Background: an optimization exercise with open tools, aiming at small area, a short achievable clock period and few clock cycles. Do not read the settings as production practice.
In this exercise RTL edits were held to simulation tests only and were not proved equivalent to the original.
Power figures rest on the tool's default switching activity, not on a simulated workload.

## trial 46
## mips_cpu
module mips_cpu (
	input clock, input reset,
	output [31:0] PC, input [31:0] op,		 
	output [31:0] DA,				 
	output [3:0] we, output [31:0] DO,		 
	output re, input [31:0] DI			 
);
Size: roughly 5500 cells after synthesis, ~1200 flip-flops, about 170 I/O pins, about 62000 sq um of cells after synthesis.
==> flow/config.mk <==
export PLATFORM = sky130hd
export DESIGN_NAME = mips_cpu
export DESIGN_NICKNAME = mips_cpu
export VERILOG_FILES = /design/flow/design.v
export SDC_FILE = /design/flow/constraint.sdc
export NUM_CORES = 4
export LEC_CHECK = 0
export CAP_MARGIN = 20
export CORE_MARGIN = 2
export CORE_UTILIZATION = 40
export SETUP_SLACK_MARGIN = 3.5
export SLEW_MARGIN = 20
export TNS_END_PERCENT = 0
==> flow/constraint.sdc <==
create_clock -name core_clock -period 6.0 [get_ports {clock}]
set_input_delay 1.2000 -clock core_clock [delete_from_list [all_inputs] [get_ports {clock}]]
set_output_delay 1.2000 -clock core_clock [all_outputs]
set_load 0.01 [all_outputs]
run.sh (not shown) runs the stock make flow with config.mk's settings and CLKGATE_MAP_FILE= SYNTH_SCRIPT=/design/flow/synth_recipe.tcl, a recipe that flattens the netlist after the stock synthesis.
Testbench counts of trial 46, summed over its fixed seeds: cycles 48,867.
Edits applied to the flow inputs when going from trial 46 to build 85:
Settings: SETUP_SLACK_MARGIN changed from 3.5 to 3; TNS_END_PERCENT removed (was 0).
Results
Trial 46 reports its end point of the critical path as C.SA[3]$_DFF_P_ while build 85 reports C.B[0]$_DFF_P_. When build 85 is measured against trial 46, its combinational power turns out 22% higher. Build 85 finished every stage and its layout cleared the timing, DRC and antenna checks. Count of non-CTS buffers in the layout: build 85 > trial 46. The synthesis-to-finish area growth in build 85 sits 9.1 points above the value recorded for trial 46. Comparing build 85 against trial 46, there is no change at all in standard cell core area. Compared with trial 46, build 85 instantiates a larger number of cells. Compared with trial 46, in build 85 post-layout instance area has increased, hold slack moved down. The lower wire length of the first global-routing pass of build 85 and trial 46 is in trial 46. Going from trial 46 to build 85, power shows an increase of 0.00095 W; average vias per placed instance shows an increase of about 0.6%. Trial 46 vs build 85, standard cell with the maximum stage delay on the critical path: sky130_fd_sc_hd__mux2i_2 vs sky130_fd_sc_hd__a221oi_4.

* * *

## lane 1
mips_cpu, a different RTL version from the one above (not shown whole).
Size: ~5200 cells after synthesis, roughly 1200 flip-flops, ~170 I/O pins, ~0.061 mm^2 of cells after synthesis.
clock: 6.0 ns
lec_check: 0
cap_margin: 20
core_margin: 2
core_utilization: 50
setup_slack_margin: 3.5
slew_margin: 20
tns_end_percent: 0
Per the final summary, lane 1 finished and its layout is clean on timing, DRC and antenna.
Testbench counts of lane 1, summed over its fixed seeds: cycles 48,867.
Here is what was changed in the inputs of lane 2 compared with lane 1.
Settings: TNS_END_PERCENT removed (was 0); SETUP_SLACK_MARGIN changed from 3.5 to 3; CORE_UTILIZATION changed from 50 to 40.
Notes after the runs:
[compare] base=lane 1 new=lane 2: proportion of total power due to net switching went up, maximum clock frequency went up, number of global-route vias before repair went up, power went up.
The worst setup slack after placement of lane 2 was inferior to that of lane 1.
Between lane 2 and lane 1, it is lane 2 whose setup fix buffers added after clock tree synthesis is higher, by 223.
The last weighted congestion value of the routability-driven placer in lane 2 was higher than what lane 1 gave.
Lane 2 ends up with a detailed-route via count that is 3188 higher than in lane 1.
Against lane 1, lane 2 reports a power per cell area that is lower.
Compared with lane 1, lane 2 shows a combinational power share that is 3.8 points higher.
Lane 2 has global-route usage below what lane 1 had.
Modified inputs, lane 3 compared to lane 2
Settings: a change of SETUP_SLACK_MARGIN from 3 to 3.5; an added TNS_END_PERCENT of 0.
Results
Lane 3 completed end to end with timing, DRC and antenna clean. The utilization reported for lane 3 is smaller than that of lane 2 by 3.7 points. Higher arrival time of data at the critical path endpoint goes to lane 3 over lane 2. NOTE: total instance count after detailed placement in lane 3 exceeds that of lane 2. On worst endpoint required time: between lane 3 and lane 2, it ends up lower for lane 2. Lane 3 ends up with a final area that is about 7% lower than in lane 2. On sequential share of layout area: between lane 3 and lane 2, it ends up higher for lane 3. Going from lane 2 to lane 3, setup slack shrinks by 160 ps. Total power (higher): lane 2. Lane 2 tops out at a higher clock frequency than lane 3.

## re-timing with driven ports
The flow's constraints put no driver on any port. The routed layouts listed below were extracted and timed again, unchanged, in two steps. Step 1 sets driving cells, clkbuf_16 on the clock port and buf_2 on the other inputs (assumed; they add their load-dependent delay and slew). Step 2 adds t to the input delays and takes it off the output delays; t is the mean of the earliest and latest rising clock arrival at the registers after step 1. Input paths then give back, and output paths get back, about the clock's delay inside the block. Three values: ideal, step 1, step 2; two values: the first two.
run | t, ns | slack for setup (ns) | clock arrival spread, ns | slew at the worst register clock pin (ns)
trial 46 | 0.914 | 2.260 / 2.235 / 1.320 | 0.067 / 0.067 | 0.07 / 0.07
build 85 | 0.895 | 2.473 / 2.473 / 1.650 | 0.075 / 0.075 | 0.07 / 0.07
lane 1 | 0.873 | 2.259 / 2.206 / 1.333 | 0.031 / 0.032 | 0.07 / 0.07
lane 2 | 0.877 | 2.296 / 2.296 / 1.626 | 0.069 / 0.070 | 0.07 / 0.07
lane 3 | 0.867 | 2.140 / 2.140 / 1.332 | 0.068 / 0.069 | 0.07 / 0.07
After both steps every run listed still meets setup and hold. The setup slack of trial 46, which loses most, moves by -0.025 ns with the drivers and by -0.940 ns with both steps.
